This is an optimization exercise on Yosys and OpenROAD, whose aim is small area, not a production implementation. Function was checked by simulation only, so behaviour that the tests miss may differ from the original.

## flow/design.v (module list and top-level ports; edited modules follow where they fit)
// module Posit_mult_N32_ES6_PIPE6: 76 lines
// module pack_ctl: 8 lines
// module inc31: 16 lines
// module posit_dec: 306 lines
// module lzc30: 93 lines
// module mul24: 950 lines
// module pack: 214 lines
// module fa_cell: 6 lines
// module ha_cell: 6 lines
// module sel_cell: 5 lines
// module xor_cell: 5 lines
// module xnor_cell: 5 lines
// module or_cell: 5 lines
// module muxi_cell: 5 lines
// module cpa48: 215 lines
module Posit_mult_N32_ES6_PIPE6(clk, in1, in2, start, out, inf, zero, done);
  // ...
==> flow/flow/run.sh <==
#!/bin/bash
# The standard layout (the standard.sh: ORFS synthesis through finish)
# with two changes to how the layout is made:
#  - the port buffers that global placement inserts use the smallest buffer
#    cell instead of the resizer's default choice;
#  - after the standard synthesis, the layout steps may not use the larger
#    buffer cells, so repair_design buffers high-fanout nets with buf_1/buf_2.
set -euo pipefail
export BUFFER_PORTS_ARGS="-buffer_cell sky130_fd_sc_hd__buf_1"
bash standard.sh synth > standard_synth.log 2>&1
export DONT_USE_CELLS="sky130_fd_sc_hd__buf_4 sky130_fd_sc_hd__buf_6 sky130_fd_sc_hd__buf_8 sky130_fd_sc_hd__buf_12 sky130_fd_sc_hd__buf_16"
bash standard.sh > standard.log 2>&1
==> flow/standard.sh <==
#!/bin/bash
# synth_recipe.tcl (not shown) runs the flow's synth.tcl, then flattens the netlist and writes it again
# the make line also repeats each setting of config.mk as NAME=value (left out here)
make -C /OpenROAD-flow-scripts/flow DESIGN_CONFIG=/design/flow/config.mk WORK_HOME=/design/flow/orfs CLKGATE_MAP_FILE= SYNTH_SCRIPT=/design/flow/synth_recipe.tcl "${@:-finish}"
==> flow/config.mk <==
export PLATFORM = sky130hd
export DESIGN_NAME = Posit_mult_N32_ES6_PIPE6
export DESIGN_NICKNAME = Posit_mult_N32_ES6_PIPE6
export VERILOG_FILES = /design/flow/design.v
export SDC_FILE = /design/flow/constraint.sdc
export NUM_CORES = 4
export LEC_CHECK = 0
export CAP_MARGIN = 20
export CORE_MARGIN = 2
export CORE_UTILIZATION = 45
export SLEW_MARGIN = 20
export SYNTH_HIERARCHICAL = 1
export SYNTH_MINIMUM_KEEP_SIZE = 0
==> flow/constraint.sdc <==
create_clock -name core_clock -period 9.0 [get_ports {clk}]
set_input_delay 1.8000 -clock core_clock [delete_from_list [all_inputs] [get_ports {clk}]]
set_output_delay 1.8000 -clock core_clock [all_outputs]
set_load 0.01 [all_outputs]
==> results.yml, run 1 <==
run_status:
  status: "finished clean"
die:
  die_y_um: 233.8
  ios: 101
  start_util_pct: 45.33
  taps: 688
yosys:
  synth_cell_types: 85
  synthMuxAreaShare_pct: 1.142
  ys.flop_type: "dfxtp_1"
  yosysMostFrequentCell: "o22ai_1"
  syn_area_um2: 23770
  synth_simple_gate_area_share_pct: 10.13
  synth_seq_area_share_pct: 9.095
  synth_xor_area_share_pct: 9.185
grt:
  grt_overflow: 0
  grt_busiest_layer: "met2"
  grtUsageTotal_pct: 29.61
layout:
  regArea_um2: 2162
  reg.largest.list: "z2: 36 flops, fa1n: 23 flops, fb1n: 23 flops"
  top_register: "z2"
  nNonClkBuffers: 193
  largest_cell_class: "multi-input combinational cells"
  insertedDiodeCount: 0
  seq_cells: 108
  multi_input_area_um2: 19310
placed_design:
  dp.cells: 3401
  place_ws_ns: 0.7436
worst_setup_path:
  crit_fanout: 27
  cp.depth: 22
  crit_end: "z2[29]"
  r2r_end: "z2[29]"
  r2r_start: "fb1n[13]"
detailed_routing:
  wl_met3_um: 8285
  wl_met1_um: 33850
==> run 2, diff against run 1 <==
==> flow/flow/run.sh (replaced) <==
#!/bin/bash
# The standard layout (the standard.sh: ORFS synthesis through finish),
# with the port buffers that global placement inserts made from the smallest
# buffer cell instead of the resizer's default choice.
set -euo pipefail
export BUFFER_PORTS_ARGS="-buffer_cell sky130_fd_sc_hd__buf_1"
bash standard.sh > standard.log 2>&1
==> run 2 against run 1 <==
Effect of this change: still clean; sequential share of layout area stayed put; non-clock buffer count stayed put; fmax unchanged; die area is the same; synthesized cell count did not move; final cell count unchanged; utilization unchanged; largest cell class unchanged.
==> results.yml, run 2 <==
run_status:
  status: "finished clean"
worst_setup_path:
  crit_type: "flop to flop"
  critPathLaunchType: "flop"
  required_ns: 9.27
  cp_data_arrival_time_ns: 8.62
  crit_fanout: 27
  cp-end-kind: "flop"
sta:
  post-route-period-util_pct: 92.83
  hold_viol_final: 0
  worst_pin_slew_ns: 1.080
  relSlewSlack_pct: 26.61
  max_freq_ghz: 0.1197
  final-setup-viol-count: 0
  tns_ns: 0
  rsz0062_at_grt: "no"
  finalMaxSlewViolations: 0
  fin_worst_hold_slack_ns: 0.3309
  finalClockSkew_ns: 0.01146
  fin_crit_ns: 8.354
  fin_ws_ns: 0.6457
yosys:
  ys_ff_latch: 108
  syn_area_um2: 23770
  synth_seq_area_share_pct: 9.095
  synth_common_cells: "923 x o22ai_1, 257 x fa_1, 215 x buf_4, 142 x ha_1, 141 x xnor2_1"
  synth_cell_types: 85
  yosys.area.top_type: "o22ai_1"
  synth_enable_flop_cells: 0
  yosys-top-cells-area: "o22ai_1 24%, fa_1 22%, dfxtp_1 9.1%"
  ys_warn_count: 7
  async_flop_share_pct: 0
  yosysMostFrequentCell: "o22ai_1"
  ys.flop_type: "dfxtp_1"
  syn_avg_cell_area_um2: 8.533
  synth_fp_nets: 3251
  synth_top_area_share_pct: 24.29
  syn_inst: 2786
layout:
  final_cell_mix: "921 x o22ai_1, 257 x fa_1, 142 x ha_1, 141 x xnor2_1, 138 x inv_1"
  syn_to_final_growth_pct: 1.932
  postLayoutCellArea_um2: 24230
  drive_gt1_share_pct: 7.402
  reg.largest.list: "z2: 36 flops, fa1n: 23 flops, fb1n: 23 flops"
  utilization_pct: 46.20
  fin_cells: 3417
  largest_reg_flops: 36
  final_common_cell: "o22ai_1"
  final_nets: 3189
  insertedDiodeCount: 0
  top_register: "z2"
  fill_cells: 5223
clocking:
  ctsResizeCount: 0
  clk_pin_slew_ns: 0.07
  cts_sinks: 108
  cts_buffers: 9
  ctsHoldBuffers: 0
  cts_buffer_depth: 2
  tritoncts: "yes"
  htree_levels: 3
  clockRootBuffer: "clkbuf_16"
  clkLatencyLatePin_ns: 0.38
  post-cts-setup-buffer-count: 0
grt:
  grt_max_degree: 37
  grt_overflow: 0
  grt_pass1_wl_um: 127100
  antenna_found_initial: 1
  grtUsageTotal_pct: 29.61
  grt_pass1_vias: 22560
placed_design:
  gp_congestion: 0.9842
  place_ws_ns: 0.7436
  place_area_um2: 23920
  dp.cells: 3401
  hpwl_um: 62680
  port_buffers: 100
job:
  max_cap_viol_count: 0
detailed_routing:
  drt_iter0_markers: 3117
  wire_per_inst_um: 24.01
  via_count: 23350
  drt-pass1-iter-count: 10
  drt-total-wl_um: 82060
  drc: 0
  antenna_left: 0
  drt-vias-per-instance: 6.833
die:
  start_util_pct: 45.33
  die_y_um: 233.8
  ios: 101
  dieArea_um2: 54680
  die_w_um: 233.8
  coreArea_um2: 52450
  num_rows: 84
worst_hold_path:
  hold_class: "flop to flop"
## run 2: metal layers
| metal | part of all wire (%) | global-route usage, % | vias up |
|---|---|---|---|
| li1 | - | - | 10550 |
| met1 | 41 | 38.61 | 11120 |
| met4 | 4.4 | 11.73 | 0 |
| met3 | 10 | 8.086 | 294 |
| met5 | 0 | 0 | - |
| met2 | 44 | 46.51 | 1391 |
## run 2: path summary, 6_finish.rpt
kind | start | endpoint | slack (ns) | cells after the start
worst max-delay path | fb1n[13] | z2[29] | 0.65 | 22
worst min-delay path | d1 | d2 | 0.33 | 0
worst max register to register | fb1n[13] | z2[29] | 0.65 | 22
worst min register to register | d1 | d2 | 0.33 | 0
## run 2: worst max-delay path: stages (launching register included)
cell,delay (ns)
dfxtp_1,0.46
inv_1,0.08
ha_1,0.24
or2_2,0.55
inv_1,0.52
o22ai_1,0.22
o22ai_1,0.35
fa_1,0.50
fa_1,0.48
fa_1,0.40
fa_1,0.53
fa_1,0.44
ha_1,0.34
and4_1,0.23
a221oi_2,0.40
nand2b_1,0.15
or3b_1,0.49
a221o_1,0.42
a31o_1,0.27
a31o_1,0.23
xor2_1,0.23
buf_4,0.29
mux2_2,0.37
## run 2: area by class of cell
| cell class | instances | area, um2 | area share (%) |
|---|---|---|---|
| repair buffers | 193 | 1074 | 4.430 |
| flip-flops and latches | 108 | 2162 | 8.923 |
| inverters | 138 | 518.0 | 2.138 |
| multi-input cells | 2274 | 19310 | 79.70 |
| clock inverters | 7 | 78.83 | 0.3253 |
| clock buffers | 9 | 225.2 | 0.9295 |
| well taps | 688 | 860.8 | 3.553 |
## run 2: cells by family (layout without fill, tap and decap cells)
kind of cell,count (synthesis),count (layout),synth area share (%)
and+or+nand+nor,450,450,10.13
buffers and inverters,404,347,10.16
muxes,26,26,1.142
AOI/OAI and AO/OA,1153,1153,31.15
other,1,1,0.01578
xor gates and xnor gates,245,245,9.185
adders and majority gates,399,399,29.12
DFF,108,108,9.095
## run 2: modules after synthesis (local to each module, per instance), a selection
module / times used / cells / flops+latches / area [um2]
Posit_mult_N32_ES6_PIPE6: 1 / 358 / 108 / 3897
posit_dec: 2 / 252 / 0 / 1682
cpa48: 1 / 106 / 0 / 684.4
pack: 1 / 51 / 0 / 356.6
lzc30: 2 / 58 / 0 / 344.1
pack_ctl: 2 / 37 / 0 / 231.5
inc31: 1 / 17 / 0 / 113.9
xor_cell: 29 / 1 / 0 / 8.758
xnor_cell: 7 / 1 / 0 / 8.758
muxi_cell: 392 / 1 / 0 / 6.256
or_cell: 7 / 1 / 0 / 6.256
==> run 3, diff against run 2 <==
--- a/flow/config.mk
+++ b/flow/config.mk
@@ -6,8 +6,9 @@
 export NUM_CORES = 4
 export LEC_CHECK = 0
 export CAP_MARGIN = 20
+export CELL_PAD_IN_SITES_DETAIL_PLACEMENT = 1
 export CORE_MARGIN = 2
-export CORE_UTILIZATION = 45
+export CORE_UTILIZATION = 50
 export SLEW_MARGIN = 20
 export SYNTH_HIERARCHICAL = 1
 export SYNTH_MINIMUM_KEEP_SIZE = 0
==> run 3 against run 2 <==
Effect of this change: first-iteration DRC count decreased by 8.4%; count of clock-buffer cells in the layout unchanged; area after synthesis unchanged; sequential cell count unchanged; sequential share of layout area about the same; synthesized cell count unchanged; via count increased by 4.3%; critical path type unchanged; highest routed layer unchanged.
==> results.yml, run 3 <==
worst_hold_path:
  hold_class: "flop to flop"
  hold_depth: 0
  min_to: "q2"
  hp-start: "q1"
yosys:
  syn_inst: 2786
  yosysMostFrequentCell: "o22ai_1"
  synth_seq_area_share_pct: 9.095
  synth_common_cells: "923 x o22ai_1, 257 x fa_1, 215 x buf_4, 142 x ha_1, 141 x xnor2_1"
  async_flop_share_pct: 0
  syn_area_um2: 23770
  synth_top_area_share_pct: 24.29
  synth_enable_flop_cells: 0
  synth_cell_types: 85
  ys_warn_count: 7
  yosys-top-cells-area: "o22ai_1 24%, fa_1 22%, dfxtp_1 9.1%"
  ys_ff_latch: 108
  synth_fp_nets: 3251
  syn_avg_cell_area_um2: 8.533
  ys.flop_type: "dfxtp_1"
  yosys.area.top_type: "o22ai_1"
detailed_routing:
  drt-total-wl_um: 91380
  top_layer: "met4"
  drt-pass1-iter-count: 6
  wl_met3_um: 9175
  wl_met2_um: 41480
  antenna_left: 0
  drt-vias-per-instance: 7.289
  drt_iter0_markers: 2856
  via_count: 24360
  drc: 0
  wire_per_inst_um: 27.34
  wl_met1_um: 35550
layout:
  top_register: "z2"
  syn_to_final_growth_pct: 1.758
  reg.largest.list: "z2: 36 flops, fa1n: 23 flops, fb1n: 23 flops"
  fill_cells: 5599
  largest_reg_flops: 36
  drive_gt1_share_pct: 7.788
  insertedDiodeCount: 0
  final_nets: 3195
  final_cell_mix: "921 x o22ai_1, 257 x fa_1, 142 x ha_1, 141 x xnor2_1, 138 x inv_1"
  final_common_cell: "o22ai_1"
worst_setup_path:
  critPathLaunchType: "flop"
  reg2regPathDepth: 24
  cp_data_arrival_time_ns: 8.44
  r2r_end: "z2[34]"
  r2r_start: "fb1n[3]"
  crit_fanout: 27
  crit_type: "flop to flop"
  required_ns: 9.29
  cp-end-kind: "flop"
  reg2reg_slack_ns: 0.86
sta:
  worst_pin_slew_ns: 1.192
  max_freq_ghz: 0.1228
  finalClockSkew_ns: 0.02638
  relSlewSlack_pct: 18.96
  rsz0062_at_grt: "no"
  fin_crit_ns: 8.141
  hold_viol_final: 0
  tns_ns: 0
  final-setup-viol-count: 0
  finalMaxSlewViolations: 0
  post-route-period-util_pct: 90.46
die:
  start_util_pct: 50.84
  die_w_um: 222.0
  coreArea_um2: 46750
  num_rows: 79
  ios: 101
  dieArea_um2: 49300
  die_y_um: 222.0
clocking:
  cts_buffer_depth: 2
  clk_pin_slew_ns: 0.09
  clockRootBuffer: "clkbuf_16"
  clkLatencyLatePin_ns: 0.41
  cts_sinks: 108
  htree_levels: 3
  tritoncts: "yes"
  ctsResizeCount: 0
  ctsHoldBuffers: 0
  post-cts-setup-buffer-count: 0
  cts_buffers: 9
placed_design:
  hpwl_um: 69770
  port_buffers: 100
  gp_congestion: 0.9901
grt:
  grt_overflow: 0
  grt_pass1_vias: 24550
  grt_max_degree: 38
  grtUsageTotal_pct: 35.96
  antenna_found_initial: 0
  grt_pass1_wl_um: 140200
run_status:
  status: "finished clean"
job:
  max_cap_viol_count: 0
## run 3: cell counts after synthesis
Identical to the previous run, type by type.
## run 3: through the flow
| step | worst slack, ns | instance area, um2 | utilization (%) | std cells | hold WS, ns |
|---|---|---|---|---|---|
| final | 0.8587 | 24190 | 51.74 | 3342 | 0.3340 |
| after global routing | 0.5286 | 24190 | 51.74 | 3342 | 0.3419 |
| after CTS | 0.9437 | 24150 | 51.65 | 3341 | 0.3341 |
| after detailed placement | 0.7453 | 23860 | 51.03 | 3325 | 0.3135 |
| after global placement | 0.8624 | 23860 | 51.03 | 3325 | 0.3098 |
| after floorplan | 0.2694 | 23770 | - | 2786 | 0.3096 |
## run 3: final cells by class
cell class	instances	area, um2	area share (%)
multi-input combinational	2274	19310	79.85
sequential	108	2167	8.959
timing repair buffer	199	1139	4.707
tap	607	759.5	3.140
inverter	138	518.0	2.141
clock buffer	9	225.2	0.9311
clock inverter	7	66.31	0.2741
## run 3: metal layers
metal | track usage, % | up-vias
li1 | - | 10580
met1 | 44.51 | 11910
met2 | 58.04 | 1483
met3 | 9.263 | 383
met4 | 18.09 | 0
met5 | 0 | -
## run 3: worst max-delay path by stage
stage / start / cells after the start / end / slack, ns
after floorplan: fb1n[1] / 26 / sh2[0] / 0.27
after global placement: in2[2] / 22 / e1[11] / 0.86
after detailed placement: in2[2] / 22 / e1[11] / 0.75
after CTS: fb1n[13] / 23 / z2[34] / 0.94
after global routing: fb1n[13] / 24 / z2[34] / 0.53
final: fb1n[3] / 24 / z2[34] / 0.86
## run 3: modules after synthesis, one instance, submodules excluded, excerpt
module / copies in the design / cells inside / flip-flops and latches
pack: 1 / 51 / 0
xor_cell: 29 / 1 / 0
mul24: 1 / 234 / 0
lzc30: 2 / 58 / 0
Posit_mult_N32_ES6_PIPE6: 1 / 358 / 108
ha_cell: 107 / 1 / 0
inc31: 1 / 17 / 0
cpa48: 1 / 106 / 0
muxi_cell: 392 / 1 / 0
xnor_cell: 7 / 1 / 0
or_cell: 7 / 1 / 0
sel_cell: 528 / 1 / 0
fa_cell: 256 / 1 / 0
pack_ctl: 2 / 37 / 0
## run 3: cells by family (layout without fill, tap and decap cells)
family	Yosys count	count (layout)	share of synthesized area [%]
XOR/XNOR	245	245	9.185
AND/OR/NAND/NOR	450	450	10.13
AO/OA/AOI/OAI	1153	1153	31.15
other	1	1	0.01578
flip-flops	108	108	9.095
adder cells (fa/ha/maj)	399	399	29.12
multiplexers	26	26	1.142
buffers and inverters	404	353	10.16
## run 3: worst max-delay path, cell delays in order (launching register included)
cell and delay [ns]:
dfxtp_1 0.48, inv_1 0.09, ha_1 0.22, or2_1 0.21, buf_4 0.23, inv_1 0.37, o22ai_1 0.19, o22ai_1 0.36
fa_1 0.51, fa_1 0.42, fa_1 0.42, fa_1 0.56, fa_1 0.41, ha_1 0.37, a21o_1 0.22, a21o_1 0.19
a221oi_2 0.31, nand2b_1 0.16, or3b_1 0.51, a221o_1 0.43, a31o_1 0.27, a31o_1 0.24, xor2_1 0.16, buf_4 0.27
mux2_2 0.38
==> run 4, diff against run 3 <==
--- a/flow/config.mk
+++ b/flow/config.mk
@@ -7,8 +7,9 @@
 export LEC_CHECK = 0
 export CAP_MARGIN = 20
 export CELL_PAD_IN_SITES_DETAIL_PLACEMENT = 1
+export CELL_PAD_IN_SITES_GLOBAL_PLACEMENT = 1
 export CORE_MARGIN = 2
-export CORE_UTILIZATION = 50
+export CORE_UTILIZATION = 40
 export SLEW_MARGIN = 20
 export SYNTH_HIERARCHICAL = 1
 export SYNTH_MINIMUM_KEEP_SIZE = 0
==> run 4 against run 3 <==
Effect of this change: sequential share of layout area fell by 0.12 points; register-to-register slack improved by 0.18 ns; final cell count rose by 5.3%; synthesized cell count did not move; wire length rose by 1.4%.
==> results.yml, run 4 <==
worst_setup_path:
  r2r_start: "fb1n[5]"
  critPathLaunchType: "input port"
  crit_type: "input port to flop"
  crit_fanout: 24
  r2r_end: "z2[32]"
  cp-end-kind: "flop"
  required_ns: 9.30
  cp_data_arrival_time_ns: 8.29
  reg2reg_slack_ns: 1.04
  reg2regPathDepth: 24
yosys:
  yosys-top-cells-area: "o22ai_1 24%, fa_1 22%, dfxtp_1 9.1%"
  syn_area_um2: 23770
  ys_ff_latch: 108
  ys_warn_count: 7
  synth_seq_area_share_pct: 9.095
  syn_inst: 2786
  synth_top_area_share_pct: 24.29
  synth_enable_flop_cells: 0
  yosys.area.top_type: "o22ai_1"
  synth_fp_nets: 3251
  async_flop_share_pct: 0
  syn_avg_cell_area_um2: 8.533
  ys.flop_type: "dfxtp_1"
  synth_cell_types: 85
  yosysMostFrequentCell: "o22ai_1"
  synth_common_cells: "923 x o22ai_1, 257 x fa_1, 215 x buf_4, 142 x ha_1, 141 x xnor2_1"
die:
  start_util_pct: 40.35
  die_w_um: 247.8
  num_rows: 89
  coreArea_um2: 58910
  die_y_um: 247.8
  dieArea_um2: 61390
  ios: 101
worst_hold_path:
  hp-start: "p1"
  hold_depth: 0
  min_to: "p2"
  hold_class: "flop to flop"
detailed_routing:
  drt-pass1-iter-count: 8
  drt-vias-per-instance: 6.705
  top_layer: "met4"
  drt_iter0_markers: 2410
  wl_met2_um: 41980
  wl_met3_um: 7591
  wl_met1_um: 40660
  drc: 0
  via_count: 23600
  wire_per_inst_um: 26.32
  drt-total-wl_um: 92650
  antenna_left: 0
layout:
  utilization_pct: 41.54
  largest_reg_flops: 36
  postLayoutCellArea_um2: 24470
  final_common_cell: "o22ai_1"
  final_nets: 3206
  syn_to_final_growth_pct: 2.942
  reg.largest.list: "z2: 36 flops, fa1n: 23 flops, fb1n: 23 flops"
  top_register: "z2"
  fin_cells: 3520
  final_cell_mix: "921 x o22ai_1, 257 x fa_1, 142 x ha_1, 141 x xnor2_1, 138 x inv_1"
  drive_gt1_share_pct: 8.048
clocking:
  ctsHoldBuffers: 0
  clockRootBuffer: "clkbuf_16"
  ctsResizeCount: 0
  clkLatencyLatePin_ns: 0.41
  tritoncts: "yes"
  cts_sinks: 108
  cts_buffer_depth: 2
  clk_pin_slew_ns: 0.09
  cts_buffers: 9
  post-cts-setup-buffer-count: 0
  htree_levels: 3
placed_design:
  place_ws_ns: 0.7119
  gp_congestion: 0.9485
  port_buffers: 100
  dp.cells: 3503
  hpwl_um: 72130
  place_area_um2: 24140
sta:
  relSlewSlack_pct: 20.33
  rsz0062_at_grt: "no"
  post-route-period-util_pct: 88.78
  tns_ns: 0
  fin_worst_hold_slack_ns: 0.3393
  finalMaxSlewViolations: 0
  worst_pin_slew_ns: 1.172
  fin_crit_ns: 7.990
  fin_ws_ns: 1.010
  finalClockSkew_ns: 0.02437
  hold_viol_final: 0
  final-setup-viol-count: 0
  max_freq_ghz: 0.1252
grt:
  grtUsageTotal_pct: 29.53
  grt_max_degree: 36
  grt_pass1_wl_um: 141000
  grt_overflow: 0
  grt_pass1_vias: 23540
  antenna_found_initial: 0
run_status:
  status: "finished clean"
job:
  max_cap_viol_count: 0
## run 4: how the worst max path moves through the flow
stage / depth (start not counted) / slack [ns] / startpoint / endpoint
floorplan: 26 / 0.27 / fb1n[1] / sh2[0]
global placement: 23 / 0.93 / in2[10] / e1[11]
detailed placement: 23 / 0.71 / in2[10] / e1[11]
CTS: 24 / 1.00 / fb1n[5] / z2[32]
global route: 24 / 0.70 / fb1n[5] / z2[32]
finish: 23 / 1.01 / in2[10] / e1[11]
## run 4: area by class of cell
cell class                      count  area (um2)
Inverter                          138       518.0
Antenna cell                        1       2.502
Timing Repair Buffer              210        1201
Sequential cell                   108        2163
Fill cell                        7046       34440
Clock inverter                      7       96.34
Tap cell                          773       967.2
Multi-Input combinational cell   2274       19300
Clock buffer                        9       225.2
## run 4: Yosys stat by module, one instance, submodules excluded, a selection
module,area [um2],flops+latches,cells inside
pack_ctl,231.5,0,37
xor_cell,8.758,0,1
sel_cell,6.256,0,1
fa_cell,20.02,0,1
pack,356.6,0,51
xnor_cell,8.758,0,1
inc31,113.9,0,17
Posit_mult_N32_ES6_PIPE6,3897,108,358
cpa48,684.4,0,106
muxi_cell,6.256,0,1
mul24,1627,0,234
lzc30,344.1,0,58
## run 4: worst max-delay path, cell delays in order
cell      delay (ns)
buf_1           0.11
nor4_1          0.48
nand4_2         0.31
or2_0           0.45
o41a_1          0.47
xnor2_1         0.16
or4_1           0.48
or2_1           0.27
nor3_2          0.18
buf_4           0.27
inv_1           0.38
o22ai_1         0.35
o22ai_1         0.14
o22ai_1         0.32
o22ai_1         0.18
o22ai_1         0.44
inv_1           0.10
ha_1            0.29
a21oi_1         0.33
o211ai_4        0.14
o221ai_2        0.24
nor4_1          0.08
a311o_1         0.29
## run 4: logic make-up (layout without fill, tap and decap cells)
family / after synthesis / after routing / synth area share [%]
AOI/OAI and AO/OA: 1153 / 1153 / 31.15
xor gates and xnor gates: 245 / 245 / 9.185
adders and majority gates: 399 / 399 / 29.12
buffers and inverters: 404 / 364 / 10.16
DFF: 108 / 108 / 9.095
muxes: 26 / 26 / 1.142
other: 1 / 2 / 0.01578
and+or+nand+nor: 450 / 450 / 10.13
## run 4: per-layer routing
metal	vias to the layer above	track usage (%)
met2	1076	47.65
met1	11790	39.89
li1	10580	-
met5	-	0
met3	152	6.034
met4	0	8.348
==> module Posit_mult_N32_ES6_PIPE6, before the edit <==
module Posit_mult_N32_ES6_PIPE6(clk, in1, in2, start, out, inf, zero, done);
input clk;
input [31:0] in1, in2;
input start;
output [31:0] out;
output inf, zero;
output done;
wire nz1, nz2, sg1, sg2, rc1, rc2;
wire [4:0]  k1, k2;      
wire [28:0] g1n, g2n;    
posit_dec u_dec1 (.in(in1), .nz(nz1), .sgn(sg1), .rc(rc1), .k(k1), .fn(g1n));
posit_dec u_dec2 (.in(in2), .nz(nz2), .sgn(sg2), .rc(rc2), .k(k2), .fn(g2n));
wire [12:0] sc1 = {{2{~rc1}}, k1 ^ {5{~rc1}}, ~g1n[28:23]};
wire [12:0] sc2 = {{2{~rc2}}, k2 ^ {5{~rc2}}, ~g2n[28:23]};
wire kill_t = ~(nz1 & nz2);                  
wire inf_t  = (sg1 & ~nz1) | (sg2 & ~nz2);
wire zero_t = ~(sg1 | nz1) & ~(sg2 | nz2);
reg        d1, p1, q1;
reg [12:0] e1;
reg [22:0] fa1n, fb1n;
always @(posedge clk) begin
    d1   <= start;
    p1   <= kill_t ? inf_t  : (sg1 ^ sg2);
    q1   <= kill_t ? zero_t : (sg1 ^ sg2);
    e1   <= kill_t ? 13'h1000 : sc1 + sc2;
    fa1n <= g1n[22:0];
    fb1n <= g2n[22:0];
end
genvar gi;
wire [47:0] px, py;
mul24 u_mul (.an(fa1n), .bn(fb1n), .x(px), .y(py));
wire [28:0] ph;          
cpa48 u_cpa (.x(px), .y(py), .sh(ph));
wire [19:0] za, zb;
assign za[0] = 1'b1;
assign zb[0] = 1'b1;
generate for (gi = 1; gi < 20; gi = gi + 1) begin : g_tz
    assign za[gi] = za[gi-1] & fa1n[gi-1];
    assign zb[gi] = zb[gi-1] & fb1n[gi-1];
end endgenerate
wire pz = |(za & {zb[0], zb[1], zb[2], zb[3], zb[4], zb[5], zb[6], zb[7], zb[8], zb[9],
                  zb[10], zb[11], zb[12], zb[13], zb[14], zb[15], zb[16], zb[17], zb[18], zb[19]});
wire ovf = ph[28];
wire [12:0] ctl0, ctl1;
pack_ctl u_ctl0 (.e(e1),         .ctl(ctl0));
pack_ctl u_ctl1 (.e(e1 + 13'd1), .ctl(ctl1));
wire [4:0] sh1 = ctl1[4:0] + 5'd1;
wire [35:28] ztop = ovf ? {ctl1[12:6], ph[27]} : {~ctl0[12], ctl0[12:6]};
reg        d2, p2, q2, r2, f2;
reg [4:0]  sh2;          
reg [35:0] z2;           
always @(posedge clk) begin
    d2  <= d1;
    p2  <= p1;
    q2  <= q1;
    r2  <= ovf ? ctl1[5] : ctl0[5];
    f2  <= ovf ? ~ctl1[12] : ~ctl0[12];
    sh2 <= ovf ? sh1 : ctl0[4:0];
    z2  <= {ztop, ph[26:0], ~pz};
end
wire [33:2] wn;          
wire stk;
pack u_pack (.z(z2), .fill(f2), .sh(sh2), .wn(wn), .stk(stk));
wire [30:0] yn = {~f2, wn[33:4]};             
wire gn = wn[3], rn = wn[2];
wire n2 = p2 & q2;
wire ulp = ~gn & (~rn | stk | ~yn[0]) & r2;
wire inc = n2 ? gn : ulp;
wire [30:0] t = yn ^ {31{~n2}};
wire [30:0] mag;
inc31 u_inc (.a(t), .ci(inc), .s(mag));
assign out  = {p2, mag};
assign inf  = p2 & ~q2;
assign zero = ~p2 & q2;
assign done = d2;
endmodule
==> module pack, before the edit <==
module pack(z, fill, sh, wn, stk);
input [35:0] z;
input fill;
input [4:0] sh;        
output [33:2] wn;      
output stk;            
wire so1 = sh[4] & (z[3] | z[4] | z[5] | z[6] | z[7] | z[8] | z[9] | z[10] | z[11] | z[12] | z[13] | z[14] | z[15] | z[16] | z[17] | z[18]);
wire sn2 = ~sh[4];
wire mx3; muxi_cell u_mx3 (.a0(z[3]), .a1(z[19]), .s(sh[4]), .sn(sn2), .y(mx3));
wire mx4; muxi_cell u_mx4 (.a0(z[4]), .a1(z[20]), .s(sh[4]), .sn(sn2), .y(mx4));
wire mx5; muxi_cell u_mx5 (.a0(z[5]), .a1(z[21]), .s(sh[4]), .sn(sn2), .y(mx5));
wire mx6; muxi_cell u_mx6 (.a0(z[6]), .a1(z[22]), .s(sh[4]), .sn(sn2), .y(mx6));
wire mx7; muxi_cell u_mx7 (.a0(z[7]), .a1(z[23]), .s(sh[4]), .sn(sn2), .y(mx7));
wire mx8; muxi_cell u_mx8 (.a0(z[8]), .a1(z[24]), .s(sh[4]), .sn(sn2), .y(mx8));
wire mx9; muxi_cell u_mx9 (.a0(z[9]), .a1(z[25]), .s(sh[4]), .sn(sn2), .y(mx9));
wire mx10; muxi_cell u_mx10 (.a0(z[10]), .a1(z[26]), .s(sh[4]), .sn(sn2), .y(mx10));
wire mx11; muxi_cell u_mx11 (.a0(z[11]), .a1(z[27]), .s(sh[4]), .sn(sn2), .y(mx11));
wire mx12; muxi_cell u_mx12 (.a0(z[12]), .a1(z[28]), .s(sh[4]), .sn(sn2), .y(mx12));
wire mx13; muxi_cell u_mx13 (.a0(z[13]), .a1(z[29]), .s(sh[4]), .sn(sn2), .y(mx13));
wire mx14; muxi_cell u_mx14 (.a0(z[14]), .a1(z[30]), .s(sh[4]), .sn(sn2), .y(mx14));
wire mx15; muxi_cell u_mx15 (.a0(z[15]), .a1(z[31]), .s(sh[4]), .sn(sn2), .y(mx15));
wire mx16; muxi_cell u_mx16 (.a0(z[16]), .a1(z[32]), .s(sh[4]), .sn(sn2), .y(mx16));
wire mx17; muxi_cell u_mx17 (.a0(z[17]), .a1(z[33]), .s(sh[4]), .sn(sn2), .y(mx17));
wire mx18; muxi_cell u_mx18 (.a0(z[18]), .a1(z[34]), .s(sh[4]), .sn(sn2), .y(mx18));
wire mx19; muxi_cell u_mx19 (.a0(z[19]), .a1(z[35]), .s(sh[4]), .sn(sn2), .y(mx19));
wire mx20; muxi_cell u_mx20 (.a0(z[20]), .a1(fill), .s(sh[4]), .sn(sn2), .y(mx20));
wire mx21; muxi_cell u_mx21 (.a0(z[21]), .a1(fill), .s(sh[4]), .sn(sn2), .y(mx21));
wire mx22; muxi_cell u_mx22 (.a0(z[22]), .a1(fill), .s(sh[4]), .sn(sn2), .y(mx22));
wire mx23; muxi_cell u_mx23 (.a0(z[23]), .a1(fill), .s(sh[4]), .sn(sn2), .y(mx23));
wire mx24; muxi_cell u_mx24 (.a0(z[24]), .a1(fill), .s(sh[4]), .sn(sn2), .y(mx24));
wire mx25; muxi_cell u_mx25 (.a0(z[25]), .a1(fill), .s(sh[4]), .sn(sn2), .y(mx25));
wire mx26; muxi_cell u_mx26 (.a0(z[26]), .a1(fill), .s(sh[4]), .sn(sn2), .y(mx26));
wire mx27; muxi_cell u_mx27 (.a0(z[27]), .a1(fill), .s(sh[4]), .sn(sn2), .y(mx27));
wire mx28; muxi_cell u_mx28 (.a0(z[28]), .a1(fill), .s(sh[4]), .sn(sn2), .y(mx28));
wire mx29; muxi_cell u_mx29 (.a0(z[29]), .a1(fill), .s(sh[4]), .sn(sn2), .y(mx29));
wire mx30; muxi_cell u_mx30 (.a0(z[30]), .a1(fill), .s(sh[4]), .sn(sn2), .y(mx30));
wire mx31; muxi_cell u_mx31 (.a0(z[31]), .a1(fill), .s(sh[4]), .sn(sn2), .y(mx31));
wire mx32; muxi_cell u_mx32 (.a0(z[32]), .a1(fill), .s(sh[4]), .sn(sn2), .y(mx32));
wire mx33; muxi_cell u_mx33 (.a0(z[33]), .a1(fill), .s(sh[4]), .sn(sn2), .y(mx33));
wire mx34; muxi_cell u_mx34 (.a0(z[34]), .a1(fill), .s(sh[4]), .sn(sn2), .y(mx34));
wire mx35; muxi_cell u_mx35 (.a0(z[35]), .a1(fill), .s(sh[4]), .sn(sn2), .y(mx35));
wire so36 = sh[3] & ~(mx3 & mx4 & mx5 & mx6 & mx7 & mx8 & mx9 & mx10);
wire sn37 = ~sh[3];
wire mx38; muxi_cell u_mx38 (.a0(mx3), .a1(mx11), .s(sh[3]), .sn(sn37), .y(mx38));
wire mx39; muxi_cell u_mx39 (.a0(mx4), .a1(mx12), .s(sh[3]), .sn(sn37), .y(mx39));
wire mx40; muxi_cell u_mx40 (.a0(mx5), .a1(mx13), .s(sh[3]), .sn(sn37), .y(mx40));
wire mx41; muxi_cell u_mx41 (.a0(mx6), .a1(mx14), .s(sh[3]), .sn(sn37), .y(mx41));
wire mx42; muxi_cell u_mx42 (.a0(mx7), .a1(mx15), .s(sh[3]), .sn(sn37), .y(mx42));
wire mx43; muxi_cell u_mx43 (.a0(mx8), .a1(mx16), .s(sh[3]), .sn(sn37), .y(mx43));
wire mx44; muxi_cell u_mx44 (.a0(mx9), .a1(mx17), .s(sh[3]), .sn(sn37), .y(mx44));
wire mx45; muxi_cell u_mx45 (.a0(mx10), .a1(mx18), .s(sh[3]), .sn(sn37), .y(mx45));
wire mx46; muxi_cell u_mx46 (.a0(mx11), .a1(mx19), .s(sh[3]), .sn(sn37), .y(mx46));
wire mx47; muxi_cell u_mx47 (.a0(mx12), .a1(mx20), .s(sh[3]), .sn(sn37), .y(mx47));
wire mx48; muxi_cell u_mx48 (.a0(mx13), .a1(mx21), .s(sh[3]), .sn(sn37), .y(mx48));
wire mx49; muxi_cell u_mx49 (.a0(mx14), .a1(mx22), .s(sh[3]), .sn(sn37), .y(mx49));
wire mx50; muxi_cell u_mx50 (.a0(mx15), .a1(mx23), .s(sh[3]), .sn(sn37), .y(mx50));
wire mx51; muxi_cell u_mx51 (.a0(mx16), .a1(mx24), .s(sh[3]), .sn(sn37), .y(mx51));
wire mx52; muxi_cell u_mx52 (.a0(mx17), .a1(mx25), .s(sh[3]), .sn(sn37), .y(mx52));
wire mx53; muxi_cell u_mx53 (.a0(mx18), .a1(mx26), .s(sh[3]), .sn(sn37), .y(mx53));
wire mx54; muxi_cell u_mx54 (.a0(mx19), .a1(mx27), .s(sh[3]), .sn(sn37), .y(mx54));
wire mx55; muxi_cell u_mx55 (.a0(mx20), .a1(mx28), .s(sh[3]), .sn(sn37), .y(mx55));
wire mx56; muxi_cell u_mx56 (.a0(mx21), .a1(mx29), .s(sh[3]), .sn(sn37), .y(mx56));
wire mx57; muxi_cell u_mx57 (.a0(mx22), .a1(mx30), .s(sh[3]), .sn(sn37), .y(mx57));
wire mx58; muxi_cell u_mx58 (.a0(mx23), .a1(mx31), .s(sh[3]), .sn(sn37), .y(mx58));
wire mx59; muxi_cell u_mx59 (.a0(mx24), .a1(mx32), .s(sh[3]), .sn(sn37), .y(mx59));
wire mx60; muxi_cell u_mx60 (.a0(mx25), .a1(mx33), .s(sh[3]), .sn(sn37), .y(mx60));
wire mx61; muxi_cell u_mx61 (.a0(mx26), .a1(mx34), .s(sh[3]), .sn(sn37), .y(mx61));
wire mx62; muxi_cell u_mx62 (.a0(mx27), .a1(mx35), .s(sh[3]), .sn(sn37), .y(mx62));
wire mx63; muxi_cell u_mx63 (.a0(mx28), .a1(~fill), .s(sh[3]), .sn(sn37), .y(mx63));
wire mx64; muxi_cell u_mx64 (.a0(mx29), .a1(~fill), .s(sh[3]), .sn(sn37), .y(mx64));
wire mx65; muxi_cell u_mx65 (.a0(mx30), .a1(~fill), .s(sh[3]), .sn(sn37), .y(mx65));
wire mx66; muxi_cell u_mx66 (.a0(mx31), .a1(~fill), .s(sh[3]), .sn(sn37), .y(mx66));
wire mx67; muxi_cell u_mx67 (.a0(mx32), .a1(~fill), .s(sh[3]), .sn(sn37), .y(mx67));
wire mx68; muxi_cell u_mx68 (.a0(mx33), .a1(~fill), .s(sh[3]), .sn(sn37), .y(mx68));
wire mx69; muxi_cell u_mx69 (.a0(mx34), .a1(~fill), .s(sh[3]), .sn(sn37), .y(mx69));
wire mx70; muxi_cell u_mx70 (.a0(mx35), .a1(~fill), .s(sh[3]), .sn(sn37), .y(mx70));
wire so71 = sh[2] & (mx38 | mx39 | mx40 | mx41);
wire sn72 = ~sh[2];
wire mx73; muxi_cell u_mx73 (.a0(mx38), .a1(mx42), .s(sh[2]), .sn(sn72), .y(mx73));
wire mx74; muxi_cell u_mx74 (.a0(mx39), .a1(mx43), .s(sh[2]), .sn(sn72), .y(mx74));
wire mx75; muxi_cell u_mx75 (.a0(mx40), .a1(mx44), .s(sh[2]), .sn(sn72), .y(mx75));
wire mx76; muxi_cell u_mx76 (.a0(mx41), .a1(mx45), .s(sh[2]), .sn(sn72), .y(mx76));
wire mx77; muxi_cell u_mx77 (.a0(mx42), .a1(mx46), .s(sh[2]), .sn(sn72), .y(mx77));
wire mx78; muxi_cell u_mx78 (.a0(mx43), .a1(mx47), .s(sh[2]), .sn(sn72), .y(mx78));
wire mx79; muxi_cell u_mx79 (.a0(mx44), .a1(mx48), .s(sh[2]), .sn(sn72), .y(mx79));
wire mx80; muxi_cell u_mx80 (.a0(mx45), .a1(mx49), .s(sh[2]), .sn(sn72), .y(mx80));
wire mx81; muxi_cell u_mx81 (.a0(mx46), .a1(mx50), .s(sh[2]), .sn(sn72), .y(mx81));
wire mx82; muxi_cell u_mx82 (.a0(mx47), .a1(mx51), .s(sh[2]), .sn(sn72), .y(mx82));
wire mx83; muxi_cell u_mx83 (.a0(mx48), .a1(mx52), .s(sh[2]), .sn(sn72), .y(mx83));
wire mx84; muxi_cell u_mx84 (.a0(mx49), .a1(mx53), .s(sh[2]), .sn(sn72), .y(mx84));
wire mx85; muxi_cell u_mx85 (.a0(mx50), .a1(mx54), .s(sh[2]), .sn(sn72), .y(mx85));
wire mx86; muxi_cell u_mx86 (.a0(mx51), .a1(mx55), .s(sh[2]), .sn(sn72), .y(mx86));
wire mx87; muxi_cell u_mx87 (.a0(mx52), .a1(mx56), .s(sh[2]), .sn(sn72), .y(mx87));
wire mx88; muxi_cell u_mx88 (.a0(mx53), .a1(mx57), .s(sh[2]), .sn(sn72), .y(mx88));
wire mx89; muxi_cell u_mx89 (.a0(mx54), .a1(mx58), .s(sh[2]), .sn(sn72), .y(mx89));
wire mx90; muxi_cell u_mx90 (.a0(mx55), .a1(mx59), .s(sh[2]), .sn(sn72), .y(mx90));
wire mx91; muxi_cell u_mx91 (.a0(mx56), .a1(mx60), .s(sh[2]), .sn(sn72), .y(mx91));
wire mx92; muxi_cell u_mx92 (.a0(mx57), .a1(mx61), .s(sh[2]), .sn(sn72), .y(mx92));
wire mx93; muxi_cell u_mx93 (.a0(mx58), .a1(mx62), .s(sh[2]), .sn(sn72), .y(mx93));
wire mx94; muxi_cell u_mx94 (.a0(mx59), .a1(mx63), .s(sh[2]), .sn(sn72), .y(mx94));
wire mx95; muxi_cell u_mx95 (.a0(mx60), .a1(mx64), .s(sh[2]), .sn(sn72), .y(mx95));
wire mx96; muxi_cell u_mx96 (.a0(mx61), .a1(mx65), .s(sh[2]), .sn(sn72), .y(mx96));
wire mx97; muxi_cell u_mx97 (.a0(mx62), .a1(mx66), .s(sh[2]), .sn(sn72), .y(mx97));
wire mx98; muxi_cell u_mx98 (.a0(mx63), .a1(mx67), .s(sh[2]), .sn(sn72), .y(mx98));
wire mx99; muxi_cell u_mx99 (.a0(mx64), .a1(mx68), .s(sh[2]), .sn(sn72), .y(mx99));
wire mx100; muxi_cell u_mx100 (.a0(mx65), .a1(mx69), .s(sh[2]), .sn(sn72), .y(mx100));
wire mx101; muxi_cell u_mx101 (.a0(mx66), .a1(mx70), .s(sh[2]), .sn(sn72), .y(mx101));
wire mx102; muxi_cell u_mx102 (.a0(mx67), .a1(fill), .s(sh[2]), .sn(sn72), .y(mx102));
wire mx103; muxi_cell u_mx103 (.a0(mx68), .a1(fill), .s(sh[2]), .sn(sn72), .y(mx103));
wire mx104; muxi_cell u_mx104 (.a0(mx69), .a1(fill), .s(sh[2]), .sn(sn72), .y(mx104));
wire mx105; muxi_cell u_mx105 (.a0(mx70), .a1(fill), .s(sh[2]), .sn(sn72), .y(mx105));
wire so106 = sh[1] & ~(mx73 & mx74);
wire sn107 = ~sh[1];
wire mx108; muxi_cell u_mx108 (.a0(mx73), .a1(mx75), .s(sh[1]), .sn(sn107), .y(mx108));
wire mx109; muxi_cell u_mx109 (.a0(mx74), .a1(mx76), .s(sh[1]), .sn(sn107), .y(mx109));
wire mx110; muxi_cell u_mx110 (.a0(mx75), .a1(mx77), .s(sh[1]), .sn(sn107), .y(mx110));
wire mx111; muxi_cell u_mx111 (.a0(mx76), .a1(mx78), .s(sh[1]), .sn(sn107), .y(mx111));
wire mx112; muxi_cell u_mx112 (.a0(mx77), .a1(mx79), .s(sh[1]), .sn(sn107), .y(mx112));
wire mx113; muxi_cell u_mx113 (.a0(mx78), .a1(mx80), .s(sh[1]), .sn(sn107), .y(mx113));
wire mx114; muxi_cell u_mx114 (.a0(mx79), .a1(mx81), .s(sh[1]), .sn(sn107), .y(mx114));
wire mx115; muxi_cell u_mx115 (.a0(mx80), .a1(mx82), .s(sh[1]), .sn(sn107), .y(mx115));
wire mx116; muxi_cell u_mx116 (.a0(mx81), .a1(mx83), .s(sh[1]), .sn(sn107), .y(mx116));
wire mx117; muxi_cell u_mx117 (.a0(mx82), .a1(mx84), .s(sh[1]), .sn(sn107), .y(mx117));
wire mx118; muxi_cell u_mx118 (.a0(mx83), .a1(mx85), .s(sh[1]), .sn(sn107), .y(mx118));
wire mx119; muxi_cell u_mx119 (.a0(mx84), .a1(mx86), .s(sh[1]), .sn(sn107), .y(mx119));
wire mx120; muxi_cell u_mx120 (.a0(mx85), .a1(mx87), .s(sh[1]), .sn(sn107), .y(mx120));
wire mx121; muxi_cell u_mx121 (.a0(mx86), .a1(mx88), .s(sh[1]), .sn(sn107), .y(mx121));
wire mx122; muxi_cell u_mx122 (.a0(mx87), .a1(mx89), .s(sh[1]), .sn(sn107), .y(mx122));
wire mx123; muxi_cell u_mx123 (.a0(mx88), .a1(mx90), .s(sh[1]), .sn(sn107), .y(mx123));
wire mx124; muxi_cell u_mx124 (.a0(mx89), .a1(mx91), .s(sh[1]), .sn(sn107), .y(mx124));
wire mx125; muxi_cell u_mx125 (.a0(mx90), .a1(mx92), .s(sh[1]), .sn(sn107), .y(mx125));
wire mx126; muxi_cell u_mx126 (.a0(mx91), .a1(mx93), .s(sh[1]), .sn(sn107), .y(mx126));
wire mx127; muxi_cell u_mx127 (.a0(mx92), .a1(mx94), .s(sh[1]), .sn(sn107), .y(mx127));
wire mx128; muxi_cell u_mx128 (.a0(mx93), .a1(mx95), .s(sh[1]), .sn(sn107), .y(mx128));
wire mx129; muxi_cell u_mx129 (.a0(mx94), .a1(mx96), .s(sh[1]), .sn(sn107), .y(mx129));
wire mx130; muxi_cell u_mx130 (.a0(mx95), .a1(mx97), .s(sh[1]), .sn(sn107), .y(mx130));
wire mx131; muxi_cell u_mx131 (.a0(mx96), .a1(mx98), .s(sh[1]), .sn(sn107), .y(mx131));
wire mx132; muxi_cell u_mx132 (.a0(mx97), .a1(mx99), .s(sh[1]), .sn(sn107), .y(mx132));
wire mx133; muxi_cell u_mx133 (.a0(mx98), .a1(mx100), .s(sh[1]), .sn(sn107), .y(mx133));
wire mx134; muxi_cell u_mx134 (.a0(mx99), .a1(mx101), .s(sh[1]), .sn(sn107), .y(mx134));
wire mx135; muxi_cell u_mx135 (.a0(mx100), .a1(mx102), .s(sh[1]), .sn(sn107), .y(mx135));
wire mx136; muxi_cell u_mx136 (.a0(mx101), .a1(mx103), .s(sh[1]), .sn(sn107), .y(mx136));
wire mx137; muxi_cell u_mx137 (.a0(mx102), .a1(mx104), .s(sh[1]), .sn(sn107), .y(mx137));
wire mx138; muxi_cell u_mx138 (.a0(mx103), .a1(mx105), .s(sh[1]), .sn(sn107), .y(mx138));
wire mx139; muxi_cell u_mx139 (.a0(mx104), .a1(~fill), .s(sh[1]), .sn(sn107), .y(mx139));
wire mx140; muxi_cell u_mx140 (.a0(mx105), .a1(~fill), .s(sh[1]), .sn(sn107), .y(mx140));
wire so141 = sh[0] & (mx108);
wire sn142 = ~sh[0];
wire mx143; muxi_cell u_mx143 (.a0(mx108), .a1(mx109), .s(sh[0]), .sn(sn142), .y(mx143));
wire mx144; muxi_cell u_mx144 (.a0(mx109), .a1(mx110), .s(sh[0]), .sn(sn142), .y(mx144));
wire mx145; muxi_cell u_mx145 (.a0(mx110), .a1(mx111), .s(sh[0]), .sn(sn142), .y(mx145));
wire mx146; muxi_cell u_mx146 (.a0(mx111), .a1(mx112), .s(sh[0]), .sn(sn142), .y(mx146));
wire mx147; muxi_cell u_mx147 (.a0(mx112), .a1(mx113), .s(sh[0]), .sn(sn142), .y(mx147));
wire mx148; muxi_cell u_mx148 (.a0(mx113), .a1(mx114), .s(sh[0]), .sn(sn142), .y(mx148));
wire mx149; muxi_cell u_mx149 (.a0(mx114), .a1(mx115), .s(sh[0]), .sn(sn142), .y(mx149));
wire mx150; muxi_cell u_mx150 (.a0(mx115), .a1(mx116), .s(sh[0]), .sn(sn142), .y(mx150));
wire mx151; muxi_cell u_mx151 (.a0(mx116), .a1(mx117), .s(sh[0]), .sn(sn142), .y(mx151));
wire mx152; muxi_cell u_mx152 (.a0(mx117), .a1(mx118), .s(sh[0]), .sn(sn142), .y(mx152));
wire mx153; muxi_cell u_mx153 (.a0(mx118), .a1(mx119), .s(sh[0]), .sn(sn142), .y(mx153));
wire mx154; muxi_cell u_mx154 (.a0(mx119), .a1(mx120), .s(sh[0]), .sn(sn142), .y(mx154));
wire mx155; muxi_cell u_mx155 (.a0(mx120), .a1(mx121), .s(sh[0]), .sn(sn142), .y(mx155));
wire mx156; muxi_cell u_mx156 (.a0(mx121), .a1(mx122), .s(sh[0]), .sn(sn142), .y(mx156));
wire mx157; muxi_cell u_mx157 (.a0(mx122), .a1(mx123), .s(sh[0]), .sn(sn142), .y(mx157));
wire mx158; muxi_cell u_mx158 (.a0(mx123), .a1(mx124), .s(sh[0]), .sn(sn142), .y(mx158));
wire mx159; muxi_cell u_mx159 (.a0(mx124), .a1(mx125), .s(sh[0]), .sn(sn142), .y(mx159));
wire mx160; muxi_cell u_mx160 (.a0(mx125), .a1(mx126), .s(sh[0]), .sn(sn142), .y(mx160));
wire mx161; muxi_cell u_mx161 (.a0(mx126), .a1(mx127), .s(sh[0]), .sn(sn142), .y(mx161));
wire mx162; muxi_cell u_mx162 (.a0(mx127), .a1(mx128), .s(sh[0]), .sn(sn142), .y(mx162));
wire mx163; muxi_cell u_mx163 (.a0(mx128), .a1(mx129), .s(sh[0]), .sn(sn142), .y(mx163));
wire mx164; muxi_cell u_mx164 (.a0(mx129), .a1(mx130), .s(sh[0]), .sn(sn142), .y(mx164));
wire mx165; muxi_cell u_mx165 (.a0(mx130), .a1(mx131), .s(sh[0]), .sn(sn142), .y(mx165));
wire mx166; muxi_cell u_mx166 (.a0(mx131), .a1(mx132), .s(sh[0]), .sn(sn142), .y(mx166));
wire mx167; muxi_cell u_mx167 (.a0(mx132), .a1(mx133), .s(sh[0]), .sn(sn142), .y(mx167));
wire mx168; muxi_cell u_mx168 (.a0(mx133), .a1(mx134), .s(sh[0]), .sn(sn142), .y(mx168));
wire mx169; muxi_cell u_mx169 (.a0(mx134), .a1(mx135), .s(sh[0]), .sn(sn142), .y(mx169));
wire mx170; muxi_cell u_mx170 (.a0(mx135), .a1(mx136), .s(sh[0]), .sn(sn142), .y(mx170));
wire mx171; muxi_cell u_mx171 (.a0(mx136), .a1(mx137), .s(sh[0]), .sn(sn142), .y(mx171));
wire mx172; muxi_cell u_mx172 (.a0(mx137), .a1(mx138), .s(sh[0]), .sn(sn142), .y(mx172));
wire mx173; muxi_cell u_mx173 (.a0(mx138), .a1(mx139), .s(sh[0]), .sn(sn142), .y(mx173));
wire mx174; muxi_cell u_mx174 (.a0(mx139), .a1(mx140), .s(sh[0]), .sn(sn142), .y(mx174));
assign wn[2] = mx143;
assign wn[3] = mx144;
assign wn[4] = mx145;
assign wn[5] = mx146;
assign wn[6] = mx147;
assign wn[7] = mx148;
assign wn[8] = mx149;
assign wn[9] = mx150;
assign wn[10] = mx151;
assign wn[11] = mx152;
assign wn[12] = mx153;
assign wn[13] = mx154;
assign wn[14] = mx155;
assign wn[15] = mx156;
assign wn[16] = mx157;
assign wn[17] = mx158;
assign wn[18] = mx159;
assign wn[19] = mx160;
assign wn[20] = mx161;
assign wn[21] = mx162;
assign wn[22] = mx163;
assign wn[23] = mx164;
assign wn[24] = mx165;
assign wn[25] = mx166;
assign wn[26] = mx167;
assign wn[27] = mx168;
assign wn[28] = mx169;
assign wn[29] = mx170;
assign wn[30] = mx171;
assign wn[31] = mx172;
assign wn[32] = mx173;
assign wn[33] = mx174;
assign stk = z[0] | z[1] | z[2] | so1 | so36 | so71 | so106 | so141;
endmodule
==> run 5, diff against run 4 <==
--- a/flow/design.v
+++ b/flow/design.v
@@ -49,7 +49,7 @@
 wire [35:28] ztop = ovf ? {ctl1[12:6], ph[27]} : {~ctl0[12], ctl0[12:6]};
 reg        d2, p2, q2, r2, f2;
 reg [4:0]  sh2;          
-reg [35:0] z2;           
+reg [35:2] z2;           
 always @(posedge clk) begin
     d2  <= d1;
     p2  <= p1;
@@ -57,7 +57,7 @@
     r2  <= ovf ? ctl1[5] : ctl0[5];
     f2  <= ovf ? ~ctl1[12] : ~ctl0[12];
     sh2 <= ovf ? sh1 : ctl0[4:0];
-    z2  <= {ztop, ph[26:0], ~pz};
+    z2  <= {ztop, ph[26:2], ph[1] | ph[0] | ~pz};   
 end
 wire [33:2] wn;          
 wire stk;
@@ -1449,7 +1449,7 @@
 assign y = {kh589, fs587, fs585, fs583, fs581, fs579, fs577, fs575, fs573, fs571, fs569, fs567, fs565, fs563, fs561, fs559, fs557, fs555, fs553, fs551, fs549, fs547, fs545, fs543, fs541, fs539, fs537, fs535, fs533, fs531, fs529, fs527, fs525, fs523, fs521, fs519, fs517, fs515, fs513, fs511, fs509, fs507, fs505, fs503, hs501, hs499, 1'b0, neg0};
 endmodule
 module pack(z, fill, sh, wn, stk);
-input [35:0] z;
+input [35:2] z;        
 input fill;
 input [4:0] sh;        
 output [33:2] wn;      
@@ -1660,7 +1660,7 @@
 assign wn[31] = mx172;
 assign wn[32] = mx173;
 assign wn[33] = mx174;
-assign stk = z[0] | z[1] | z[2] | so1 | so36 | so71 | so106 | so141;
+assign stk = z[2] | so1 | so36 | so71 | so106 | so141;
 endmodule
 module fa_cell(a, b, c, s, co);
 input a, b, c;
--- a/flow/config.mk
+++ b/flow/config.mk
@@ -6,10 +6,8 @@
 export NUM_CORES = 4
 export LEC_CHECK = 0
 export CAP_MARGIN = 20
-export CELL_PAD_IN_SITES_DETAIL_PLACEMENT = 1
-export CELL_PAD_IN_SITES_GLOBAL_PLACEMENT = 1
 export CORE_MARGIN = 2
-export CORE_UTILIZATION = 40
+export CORE_UTILIZATION = 45
 export SLEW_MARGIN = 20
 export SYNTH_HIERARCHICAL = 1
 export SYNTH_MINIMUM_KEEP_SIZE = 0
==> run 5 against run 4 <==
Effect of this change: sequential cell count shrank 2; count of clock-buffer cells in the layout grew 1; critical path depth fell by 1; clock skew fell by 0.013 ns; utilization grew 4.7 points; critical path type is now flop to flop.
==> results.yml, run 5 <==
yosys:
  synth_common_cells: "924 x o22ai_1, 257 x fa_1, 215 x buf_4, 142 x ha_1, 142 x inv_1"
  ys_ff_latch: 106
  yosys-top-cells-area: "o22ai_1 24%, fa_1 22%, dfxtp_1 8.9%"
  syn_avg_cell_area_um2: 8.541
  synth_fp_nets: 3243
  syn_inst: 2778
  synth_enable_flop_cells: 0
  yosys.area.top_type: "o22ai_1"
  ys_warn_count: 7
  yosysMostFrequentCell: "o22ai_1"
  syn_area_um2: 23730
  async_flop_share_pct: 0
  synth_seq_area_share_pct: 8.944
  synth_top_area_share_pct: 24.36
  synth_cell_types: 87
  ys.flop_type: "dfxtp_1"
detailed_routing:
  antenna_left: 0
  drt-total-wl_um: 80750
  via_count: 23330
  drc: 0
  drt-pass1-iter-count: 13
  wire_per_inst_um: 23.64
  drt_iter0_markers: 2755
  drt-vias-per-instance: 6.829
worst_setup_path:
  r2r_start: "fb1n[13]"
  critPathLaunchType: "flop"
  reg2regPathDepth: 22
  cp-end-kind: "flop"
  crit_fanout: 19
  reg2reg_slack_ns: 0.96
  r2r_end: "r2"
  cp_data_arrival_time_ns: 8.29
  required_ns: 9.24
  crit_type: "flop to flop"
layout:
  final_nets: 3188
  largest_reg_flops: 34
  final_common_cell: "o22ai_1"
  reg.largest.list: "z2: 34 flops, fa1n: 23 flops, fb1n: 23 flops"
  utilization_pct: 46.27
  top_register: "z2"
  insertedDiodeCount: 0
  postLayoutCellArea_um2: 24220
  syn_to_final_growth_pct: 2.072
  fill_cells: 5305
  final_cell_mix: "922 x o22ai_1, 257 x fa_1, 142 x inv_1, 142 x ha_1, 139 x xnor2_1"
  drive_gt1_share_pct: 7.771
placed_design:
  hpwl_um: 63340
  place_area_um2: 23930
  port_buffers: 100
  gp_congestion: 1.020
clocking:
  clockRootBuffer: "clkbuf_16"
  cts_sinks: 106
  htree_levels: 3
  clk_pin_slew_ns: 0.08
  post-cts-setup-buffer-count: 0
  ctsResizeCount: 0
  cts_buffers: 9
  ctsHoldBuffers: 0
  clkLatencyLatePin_ns: 0.35
  tritoncts: "yes"
  cts_buffer_depth: 2
die:
  num_rows: 84
  die_w_um: 233.6
  coreArea_um2: 52340
  dieArea_um2: 54580
  die_y_um: 233.6
  start_util_pct: 45.33
  ios: 101
worst_hold_path:
  hold_depth: 0
  hp-start: "d1"
  hold_class: "flop to flop"
  min_to: "d2"
sta:
  finalMaxSlewViolations: 0
  max_freq_ghz: 0.1244
  fin_worst_hold_slack_ns: 0.3301
  post-route-period-util_pct: 89.34
  rsz0062_at_grt: "no"
  tns_ns: 0
  hold_viol_final: 0
  fin_crit_ns: 8.041
  final-setup-viol-count: 0
  worst_pin_slew_ns: 1.016
  relSlewSlack_pct: 30.80
  finalClockSkew_ns: 0.01162
grt:
  grtUsageTotal_pct: 28.91
  grt_overflow: 0
  grt_pass1_wl_um: 124900
  grt_max_degree: 39
  antenna_found_initial: 1
  grt_pass1_vias: 22150
run_status:
  status: "finished clean"
job:
  max_cap_viol_count: 0
run 5: worst max path at each step:
stage,from,cells past startpoint,slack (ns),endpoint
floorplan,fb1n[1],26,0.32,f2
global placement,in2[0],25,1.19,e1[12]
detailed placement,in2[0],25,1.04,e1[12]
CTS,fb1n[15],24,1.04,z2[33]
global route,fb1n[15],24,0.69,z2[29]
finish,fb1n[13],22,0.96,r2
run 5: cell families (layout without fill, tap and decap cells):
kind of cell | count (synthesis) | after routing | share of synthesized area (%)
AOI/OAI and AO/OA | 1156 | 1156 | 31.35
xor gates and xnor gates | 244 | 244 | 9.165
adders and majority gates | 399 | 399 | 29.17
buffers and inverters | 408 | 358 | 10.24
DFF | 106 | 106 | 8.944
muxes | 25 | 25 | 1.102
other | 1 | 1 | 0.01581
and+or+nand+nor | 439 | 439 | 10.01
run 5: worst max-delay path, stage by stage, from the launching register on:
cell      delay [ns]
dfxtp_1         0.45
inv_1           0.07
ha_1            0.24
or2_2           0.33
inv_1           0.61
o22ai_1         0.24
o22ai_1         0.30
fa_1            0.52
fa_1            0.49
fa_1            0.40
fa_1            0.53
fa_1            0.42
ha_1            0.34
and4_1          0.23
a221oi_2        0.37
nand2b_1        0.15
or3b_1          0.48
a221o_1         0.42
a31o_1          0.27
a31o_1          0.24
xor2_1          0.15
buf_4           0.27
mux2_2          0.38
run 5: cell type report:
type | count | area, um2 | share of cell area [%]
multi-input combinational | 2264 | 19290 | 79.66
tap | 688 | 860.8 | 3.554
inverter | 142 | 533.0 | 2.201
sequential | 106 | 2122 | 8.762
timing repair buffer | 200 | 1127 | 4.655
clock buffer | 10 | 229.0 | 0.9454
clock inverter | 6 | 53.80 | 0.2222
run 5: metrics by stage:
step / cells / setup WS, ns
6_report: 3416 / 0.9594
5_1_grt: 3416 / 0.6886
4_1_cts: 3416 / 1.045
3_5_place_dp: 3400 / 1.036
3_3_place_gp: 3400 / 1.192
2_1_floorplan: 2778 / 0.3163
run 5: layer usage:
metal | GRT usage [%] | up-vias | part of all wire (%) | routed length [um]
met5 | 0 | - | 0 | 0
met1 | 37.63 | 11110 | 41 | 33350
met3 | 7.654 | 257 | 10 | 8398
met4 | 8.366 | 0 | 3.3 | 2686
met2 | 46.99 | 1394 | 45 | 36320
li1 | - | 10570 | - | -
run 5: Yosys stat by module, one instance, submodules excluded, excerpt:
module	area, um2	times used	flops+latches	cells
ha_cell	12.51	107	0	1
lzc30	344.1	2	0	58
sel_cell	6.256	528	0	1
inc31	113.9	1	0	17
cpa48	684.4	1	0	106
pack_ctl	231.5	2	0	37
Posit_mult_N32_ES6_PIPE6	3866	1	106	351
pack	342.8	1	0	50
xnor_cell	8.758	7	0	1
mul24	1627	1	0	234

-- static timing again, ports no longer ideal --
No port has a modelled driver above. Below, the same layouts with a new extraction and two added sets of constraints. Step 1, drivers: a clkbuf_16 drives clk and a buf_2 each remaining input, both assumed. Step 2 moves the port delays by t, midway between the first and last clock arrival at a register: inputs arrive t later, outputs are due t later. That takes back most of the time a late clock gives input paths. Three values: ideal ports, drivers, drivers and shift; two values: the first two.
| run | t, ns | setup slack, ns | worst hold slack (ns) | latest minus earliest clock arrival (ns) | slew at the worst register clock pin (ns) |
|---|---|---|---|---|---|
| run 1 | 0.432 | 0.646 / 0.646 / 0.646 | 0.331 / 0.331 / 0.331 | 0.014 / 0.014 | 0.08 / 0.08 |
| run 2 | 0.432 | 0.646 / 0.646 / 0.646 | 0.331 / 0.331 / 0.331 | 0.014 / 0.014 | 0.08 / 0.08 |
| run 3 | 0.453 | 0.859 / 0.859 / 0.760 | 0.334 / 0.334 / 0.334 | 0.027 / 0.027 | 0.10 / 0.10 |
| run 4 | 0.452 | 1.010 / 1.035 / 0.589 | 0.339 / 0.339 / 0.339 | 0.025 / 0.025 | 0.10 / 0.10 |
| run 5 | 0.402 | 0.959 / 0.959 / 0.917 | 0.330 / 0.330 / 0.330 | 0.013 / 0.013 | 0.08 / 0.08 |
After both steps every run listed still meets setup and hold. The setup slack of run 4, which loses most, moves by +0.025 ns with the drivers and by -0.421 ns with both steps.
